Source: an optimization exercise on an open RTL-to-GDS flow (aim: small area). Production flows keep margins and buffers that such runs may drop.
Where RTL was checked, it was by simulation tests only, not by an equivalence proof against the original.

wip/maple:
==> flow/design.v (excerpt) <==
module sqrt
#(
    parameter integer D_W = 32
)
(
    input  wire                clk,
    input  wire                rst,
    input  wire                enable,
    input  wire                in_valid,
    input  wire [D_W-1:0]      qin,
    output wire                out_valid,
    output wire [(D_W>>1)-1:0] qout
);
reg [4:0] v;
always @(posedge clk) begin
    if (rst) v <= 5'd0;
    else if (enable) v <= {v[3:0], in_valid};
end
assign out_valid = v[4];
wire [1:0] a0 = qin[31:30];
wire [1:0] t0 = a0 - 2'd1;
wire ge0 = a0 != 2'd0;
wire [0:0] q1 = ge0;
wire [1:0] r1 = ge0 ? t0[1:0] : a0[1:0];
wire [3:0] a1 = {r1, qin[29:28]};
wire [4:0] t1 = {1'b0, a1} - {2'b00, q1, 2'b01};
wire ge1 = ~t1[4];
wire [1:0] q2 = {q1, ge1};
wire [2:0] r2 = ge1 ? t1[2:0] : a1[2:0];
wire [4:0] a2 = {r2, qin[27:26]};
wire [5:0] t2 = {1'b0, a2} - {2'b00, q2, 2'b01};
wire ge2 = ~t2[5];
wire [2:0] q3 = {q2, ge2};
wire [3:0] r3 = ge2 ? t2[3:0] : a2[3:0];
wire [5:0] a3 = {r3, qin[25:24]};
wire [6:0] t3 = {1'b0, a3} - {2'b00, q3, 2'b01};
wire ge3 = ~t3[6];
wire [3:0] q4 = {q3, ge3};
wire [4:0] r4 = ge3 ? t3[4:0] : a3[4:0];
reg [3:0] q_s0;
reg [4:0] r_s0;
reg [23:0] x_s0;
always @(posedge clk) begin
    if (enable) begin
        q_s0 <= q4;
        r_s0 <= r4;
        x_s0 <= qin[23:0];
    end
end
wire [8:0] a4 = {r_s0, x_s0[23:20]};
wire [9:0] u4_1 = {1'b0, a4} - {2'b00, q_s0, 3'b001};
wire [9:0] u4_2 = {1'b0, a4} - {1'b0, q_s0, 4'b0100};
  ...
Size in the first run: ~170 flip-flops, about 53 I/O pins.
==> module sqrt, before the edit <==
module sqrt
#(
    parameter integer D_W = 32
)
(
    input  wire                clk,
    input  wire                rst,
    input  wire                enable,
    input  wire                in_valid,
    input  wire [D_W-1:0]      qin,
    output wire                out_valid,
    output wire [(D_W>>1)-1:0] qout
);
reg [4:0] v;
always @(posedge clk) begin
    if (rst) v <= 5'd0;
    else if (enable) v <= {v[3:0], in_valid};
end
assign out_valid = v[4];
wire [1:0] a0 = qin[31:30];
wire [1:0] t0 = a0 - 2'd1;
wire ge0 = a0 != 2'd0;
wire [0:0] q1 = ge0;
wire [1:0] r1 = ge0 ? t0[1:0] : a0[1:0];
wire [3:0] a1 = {r1, qin[29:28]};
wire [4:0] t1 = {1'b0, a1} - {2'b00, q1, 2'b01};
wire ge1 = ~t1[4];
wire [1:0] q2 = {q1, ge1};
wire [2:0] r2 = ge1 ? t1[2:0] : a1[2:0];
wire [4:0] a2 = {r2, qin[27:26]};
wire [5:0] t2 = {1'b0, a2} - {2'b00, q2, 2'b01};
wire ge2 = ~t2[5];
wire [2:0] q3 = {q2, ge2};
wire [3:0] r3 = ge2 ? t2[3:0] : a2[3:0];
wire [5:0] a3 = {r3, qin[25:24]};
wire [6:0] t3 = {1'b0, a3} - {2'b00, q3, 2'b01};
wire ge3 = ~t3[6];
wire [3:0] q4 = {q3, ge3};
wire [4:0] r4 = ge3 ? t3[4:0] : a3[4:0];
reg [3:0] q_s0;
reg [4:0] r_s0;
reg [23:0] x_s0;
always @(posedge clk) begin
    if (enable) begin
        q_s0 <= q4;
        r_s0 <= r4;
        x_s0 <= qin[23:0];
    end
end
wire [8:0] a4 = {r_s0, x_s0[23:20]};
wire [9:0] u4_1 = {1'b0, a4} - {2'b00, q_s0, 3'b001};
wire [9:0] u4_2 = {1'b0, a4} - {1'b0, q_s0, 4'b0100};
wire [9:0] u4_3 = {1'b0, a4} - {1'b0, q_s0, 4'b1001} - {2'b00, q_s0, 3'b000};
wire c4_1 = ~u4_1[9];
wire c4_2 = ~u4_2[9];
wire c4_3 = ~u4_3[9];
wire [1:0] d4 = {c4_2, c4_3 | (c4_1 & ~c4_2)};
wire [5:0] q6 = {q_s0, d4};
wire [6:0] r6 = c4_3 ? u4_3[6:0] : c4_2 ? u4_2[6:0] : c4_1 ? u4_1[6:0] : a4[6:0];
wire [8:0] a6 = {r6, x_s0[19:18]};
wire [9:0] t6 = {1'b0, a6} - {2'b00, q6, 2'b01};
wire ge6 = ~t6[9];
wire [6:0] q7 = {q6, ge6};
wire [7:0] r7 = ge6 ? t6[7:0] : a6[7:0];
reg [6:0] q_s1;
reg [7:0] r_s1;
reg [17:0] x_s1;
always @(posedge clk) begin
    if (enable) begin
        q_s1 <= q7;
        r_s1 <= r7;
        x_s1 <= x_s0[17:0];
    end
end
wire [11:0] a7 = {r_s1, x_s1[17:14]};
wire [12:0] u7_1 = {1'b0, a7} - {2'b00, q_s1, 3'b001};
wire [12:0] u7_2 = {1'b0, a7} - {1'b0, q_s1, 4'b0100};
wire [12:0] u7_3 = {1'b0, a7} - {1'b0, q_s1, 4'b1001} - {2'b00, q_s1, 3'b000};
wire c7_1 = ~u7_1[12];
wire c7_2 = ~u7_2[12];
wire c7_3 = ~u7_3[12];
wire [1:0] d7 = {c7_2, c7_3 | (c7_1 & ~c7_2)};
wire [8:0] q9 = {q_s1, d7};
wire [9:0] r9 = c7_3 ? u7_3[9:0] : c7_2 ? u7_2[9:0] : c7_1 ? u7_1[9:0] : a7[9:0];
wire [11:0] a9 = {r9, x_s1[13:12]};
wire [12:0] t9 = {1'b0, a9} - {2'b00, q9, 2'b01};
wire ge9 = ~t9[12];
wire [9:0] q10 = {q9, ge9};
wire [10:0] r10 = ge9 ? t9[10:0] : a9[10:0];
reg [9:0] q_s2;
reg [10:0] r_s2;
reg [11:0] x_s2;
always @(posedge clk) begin
    if (enable) begin
        q_s2 <= q10;
        r_s2 <= r10;
        x_s2 <= x_s1[11:0];
    end
end
wire [12:0] a10 = {r_s2, x_s2[11:10]};
wire [13:0] t10 = {1'b0, a10} - {2'b00, q_s2, 2'b01};
wire ge10 = ~t10[13];
wire [10:0] q11 = {q_s2, ge10};
wire [11:0] r11 = ge10 ? t10[11:0] : a10[11:0];
wire [13:0] a11 = {r11, x_s2[9:8]};
wire [14:0] t11 = {1'b0, a11} - {2'b00, q11, 2'b01};
wire ge11 = ~t11[14];
wire [11:0] q12 = {q11, ge11};
wire [12:0] r12 = ge11 ? t11[12:0] : a11[12:0];
reg [11:0] q_s3;
reg [12:0] r_s3;
reg [7:0] x_s3;
always @(posedge clk) begin
    if (enable) begin
        q_s3 <= q12;
        r_s3 <= r12;
        x_s3 <= x_s2[7:0];
    end
end
wire [14:0] a12 = {r_s3, x_s3[7:6]};
wire [15:0] t12 = {1'b0, a12} - {2'b00, q_s3, 2'b01};
wire ge12 = ~t12[15];
wire [12:0] q13 = {q_s3, ge12};
wire [13:0] r13 = ge12 ? t12[13:0] : a12[13:0];
wire [15:0] a13 = {r13, x_s3[5:4]};
wire [16:0] t13 = {1'b0, a13} - {2'b00, q13, 2'b01};
wire ge13 = ~t13[16];
wire [13:0] q14 = {q13, ge13};
wire [14:0] r14 = ge13 ? t13[14:0] : a13[14:0];
reg [13:0] q_s4;
reg [14:0] r_s4;
reg [3:0] x_s4;
always @(posedge clk) begin
    if (enable) begin
        q_s4 <= q14;
        r_s4 <= r14;
        x_s4 <= x_s3[3:0];
    end
end
wire [18:0] a14 = {r_s4, x_s4[3:0]};
wire [19:0] u14_1 = {1'b0, a14} - {2'b00, q_s4, 3'b001};
wire [19:0] u14_2 = {1'b0, a14} - {1'b0, q_s4, 4'b0100};
wire [19:0] u14_3 = {1'b0, a14} - {1'b0, q_s4, 4'b1001} - {2'b00, q_s4, 3'b000};
wire c14_1 = ~u14_1[19];
wire c14_2 = ~u14_2[19];
wire c14_3 = ~u14_3[19];
wire [1:0] d14 = {c14_2, c14_3 | (c14_1 & ~c14_2)};
wire [15:0] q16 = {q_s4, d14};
assign qout = q16;
endmodule
export LEC_CHECK = 0
export CAP_MARGIN = 20
export CORE_MARGIN = 2
export CORE_UTILIZATION = 40
export CTS_BUF_LIST = sky130_fd_sc_hd__clkbuf_8
export SLEW_MARGIN = 20
create_clock -name core_clock -period 5.0 [get_ports {clk}]
standard.sh (not shown) runs the stock make flow with config.mk's settings and CLKGATE_MAP_FILE= SYNTH_SCRIPT=/design/flow/synth_recipe.tcl, a recipe that flattens the netlist after the stock synthesis.
==> flow/flow/run.sh <==
#!/bin/bash
# Own layout flow: the standard ORFS flow with two changes.
#  1. Synthesis is synth_recipe.tcl (the standard synthesis) except that its
#     ABC pass uses flow/area.abc, an area-oriented mapping script (dch +
#     map -a, then ABC's usual timing-driven buffering and sizing), instead of
#     ORFS's abc_speed.script.  Registers are not touched by ABC.
#  2. The port buffers are the smallest buffer cell (buf_1).
# Every tool's output goes to run.log here; ORFS's per-step logs stay under
# orfs/logs/.
set -euo pipefail
cd "$(dirname "$0")/.."
work=$(pwd)
cat > my_synth.tcl <<EOT
proc abc {args} {
  set i [lsearch -exact \$args -script]
  if {\$i >= 0} { lset args [expr {\$i + 1}] $work/flow/area.abc }
  yosys abc {*}\$args
}
source $work/synth_recipe.tcl
EOT
bash standard.sh SYNTH_SCRIPT=$work/my_synth.tcl \
  BUFFER_PORTS_ARGS="-buffer_cell sky130_fd_sc_hd__buf_1" finish > run.log 2>&1
==> flow/flow/area.abc <==
strash
dch
map -a
topo
stime -c
buffer -c
upsize -c
dnsize -c
#### Input delta (wip/raven over wip/maple)
==> flow/design.v, changed modules only <==
module sqrt
#(
    parameter integer D_W = 32
)
(
    input  wire                clk,
    input  wire                rst,
    input  wire                enable,
    input  wire                in_valid,
    input  wire [D_W-1:0]      qin,
    output wire                out_valid,
    output wire [(D_W>>1)-1:0] qout
);
reg [4:0] v;
always @(posedge clk) begin
    if (rst) v <= 5'd0;
    else if (enable) v <= {v[3:0], in_valid};
end
assign out_valid = v[4];
wire [1:0] a0 = qin[31:30];
wire [1:0] t0 = a0 - 2'd1;
wire ge0 = a0 != 2'd0;
wire [0:0] q1 = ge0;
wire [1:0] r1 = ge0 ? t0[1:0] : a0[1:0];
wire [3:0] a1 = {r1, qin[29:28]};
wire [4:0] t1 = {1'b0, a1} - {2'b00, q1, 2'b01};
wire ge1 = ~t1[4];
wire [1:0] q2 = {q1, ge1};
wire [2:0] r2 = ge1 ? t1[2:0] : a1[2:0];
wire [4:0] a2 = {r2, qin[27:26]};
wire [5:0] t2 = {1'b0, a2} - {2'b00, q2, 2'b01};
wire ge2 = ~t2[5];
wire [2:0] q3 = {q2, ge2};
wire [3:0] r3 = ge2 ? t2[3:0] : a2[3:0];
wire [5:0] a3 = {r3, qin[25:24]};
wire [6:0] t3 = {1'b0, a3} - {2'b00, q3, 2'b01};
wire ge3 = ~t3[6];
wire [3:0] q4 = {q3, ge3};
wire [4:0] r4 = ge3 ? t3[4:0] : a3[4:0];
reg [3:0] q_s0;
reg [4:0] r_s0;
reg [23:0] x_s0;
always @(posedge clk) begin
    if (enable) begin
        q_s0 <= q4;
        r_s0 <= r4;
        x_s0 <= qin[23:0];
    end
end
wire [6:0] a4 = {r_s0, x_s0[23:22]};
wire [7:0] t4 = {1'b0, a4} - {2'b00, q_s0, 2'b01};
wire ge4 = ~t4[7];
wire [4:0] q5 = {q_s0, ge4};
wire [5:0] r5 = ge4 ? t4[5:0] : a4[5:0];
wire [7:0] a5 = {r5, x_s0[21:20]};
wire [8:0] t5 = {1'b0, a5} - {2'b00, q5, 2'b01};
wire ge5 = ~t5[8];
wire [5:0] q6 = {q5, ge5};
wire [6:0] r6 = ge5 ? t5[6:0] : a5[6:0];
wire [8:0] a6 = {r6, x_s0[19:18]};
wire [9:0] t6 = {1'b0, a6} - {2'b00, q6, 2'b01};
wire ge6 = ~t6[9];
wire [6:0] q7 = {q6, ge6};
wire [7:0] r7 = ge6 ? t6[7:0] : a6[7:0];
reg [6:0] q_s1;
reg [7:0] r_s1;
reg [17:0] x_s1;
always @(posedge clk) begin
    if (enable) begin
        q_s1 <= q7;
        r_s1 <= r7;
        x_s1 <= x_s0[17:0];
    end
end
wire [9:0] a7 = {r_s1, x_s1[17:16]};
wire [10:0] t7 = {1'b0, a7} - {2'b00, q_s1, 2'b01};
wire ge7 = ~t7[10];
wire [7:0] q8 = {q_s1, ge7};
wire [8:0] r8 = ge7 ? t7[8:0] : a7[8:0];
wire [10:0] a8 = {r8, x_s1[15:14]};
wire [11:0] t8 = {1'b0, a8} - {2'b00, q8, 2'b01};
wire ge8 = ~t8[11];
wire [8:0] q9 = {q8, ge8};
wire [9:0] r9 = ge8 ? t8[9:0] : a8[9:0];
wire [11:0] a9 = {r9, x_s1[13:12]};
wire [12:0] t9 = {1'b0, a9} - {2'b00, q9, 2'b01};
wire ge9 = ~t9[12];
wire [9:0] q10 = {q9, ge9};
wire [10:0] r10 = ge9 ? t9[10:0] : a9[10:0];
reg [9:0] q_s2;
reg [10:0] r_s2;
reg [11:0] x_s2;
always @(posedge clk) begin
    if (enable) begin
        q_s2 <= q10;
        r_s2 <= r10;
        x_s2 <= x_s1[11:0];
    end
end
wire [12:0] a10 = {r_s2, x_s2[11:10]};
wire [13:0] t10 = {1'b0, a10} - {2'b00, q_s2, 2'b01};
wire ge10 = ~t10[13];
wire [10:0] q11 = {q_s2, ge10};
wire [11:0] r11 = ge10 ? t10[11:0] : a10[11:0];
wire [13:0] a11 = {r11, x_s2[9:8]};
wire [14:0] t11 = {1'b0, a11} - {2'b00, q11, 2'b01};
wire ge11 = ~t11[14];
wire [11:0] q12 = {q11, ge11};
wire [12:0] r12 = ge11 ? t11[12:0] : a11[12:0];
reg [11:0] q_s3;
reg [12:0] r_s3;
reg [7:0] x_s3;
always @(posedge clk) begin
    if (enable) begin
        q_s3 <= q12;
        r_s3 <= r12;
        x_s3 <= x_s2[7:0];
    end
end
wire [14:0] a12 = {r_s3, x_s3[7:6]};
wire [15:0] t12 = {1'b0, a12} - {2'b00, q_s3, 2'b01};
wire ge12 = ~t12[15];
wire [12:0] q13 = {q_s3, ge12};
wire [13:0] r13 = ge12 ? t12[13:0] : a12[13:0];
wire [15:0] a13 = {r13, x_s3[5:4]};
wire [16:0] t13 = {1'b0, a13} - {2'b00, q13, 2'b01};
wire ge13 = ~t13[16];
wire [13:0] q14 = {q13, ge13};
wire [14:0] r14 = ge13 ? t13[14:0] : a13[14:0];
reg [13:0] q_s4;
reg [14:0] r_s4;
reg [3:0] x_s4;
always @(posedge clk) begin
    if (enable) begin
        q_s4 <= q14;
        r_s4 <= r14;
        x_s4 <= x_s3[3:0];
    end
end
wire [16:0] a14 = {r_s4, x_s4[3:2]};
wire [17:0] t14 = {1'b0, a14} - {2'b00, q_s4, 2'b01};
wire ge14 = ~t14[17];
wire [14:0] q15 = {q_s4, ge14};
wire [15:0] r15 = ge14 ? t14[15:0] : a14[15:0];
wire [17:0] a15 = {r15, x_s4[1:0]};
wire [18:0] t15 = {1'b0, a15} - {2'b00, q15, 2'b01};
wire ge15 = ~t15[18];
wire [15:0] q16 = {q15, ge15};
assign qout = q16;
endmodule
==> results.txt <==
- Delta (wip/raven minus wip/maple): share of synthesized area spent on multiplexers held, die outline area went down about 7%, total negative slack went down 0.024 ns, slew at the pin closest to its max-slew limit went up 0.22 ns.
- wip/raven vs wip/maple, overall track demand over capacity in global routing went down by 0.58 points.
- In wip/raven the implementation ran to completion but is not tape-out ready, as the final checks report setup timing.
- Post-detailed-routing wire length on wip/raven is ahead of wip/maple.
- The worst setup path endpoint comes out qout[0] in one run and r_s1[1] in the other, namely in wip/raven and wip/maple respectively.
No functional check of the RTL was part of wip/raven.

==> static timing again, ports no longer ideal <==
In the flow no input, the clock included, has a driving cell. The finished layouts below were timed again as built, in two steps.
Step 1: set_driving_cell puts a clkbuf_16 on clk and a buf_2 on each other input, an assumption about the parent block.
Step 2, shift: input delay + t, output delay - t, t = (earliest + latest rising clock arrival at the registers) / 2. This alone moves slack from input paths to output paths.
Three values: ideal, step 1, step 2; two values: the first two.
| run | t (ns) | slack for setup (ns) | cell pins on the clock port's net |
|---|---|---|---|
| wip/maple | 0.506 | 0.400 / 0.400 / 0.400 | 1 |
| wip/raven | 0.505 | -0.024 / -0.065 / 0.180 | 1 |
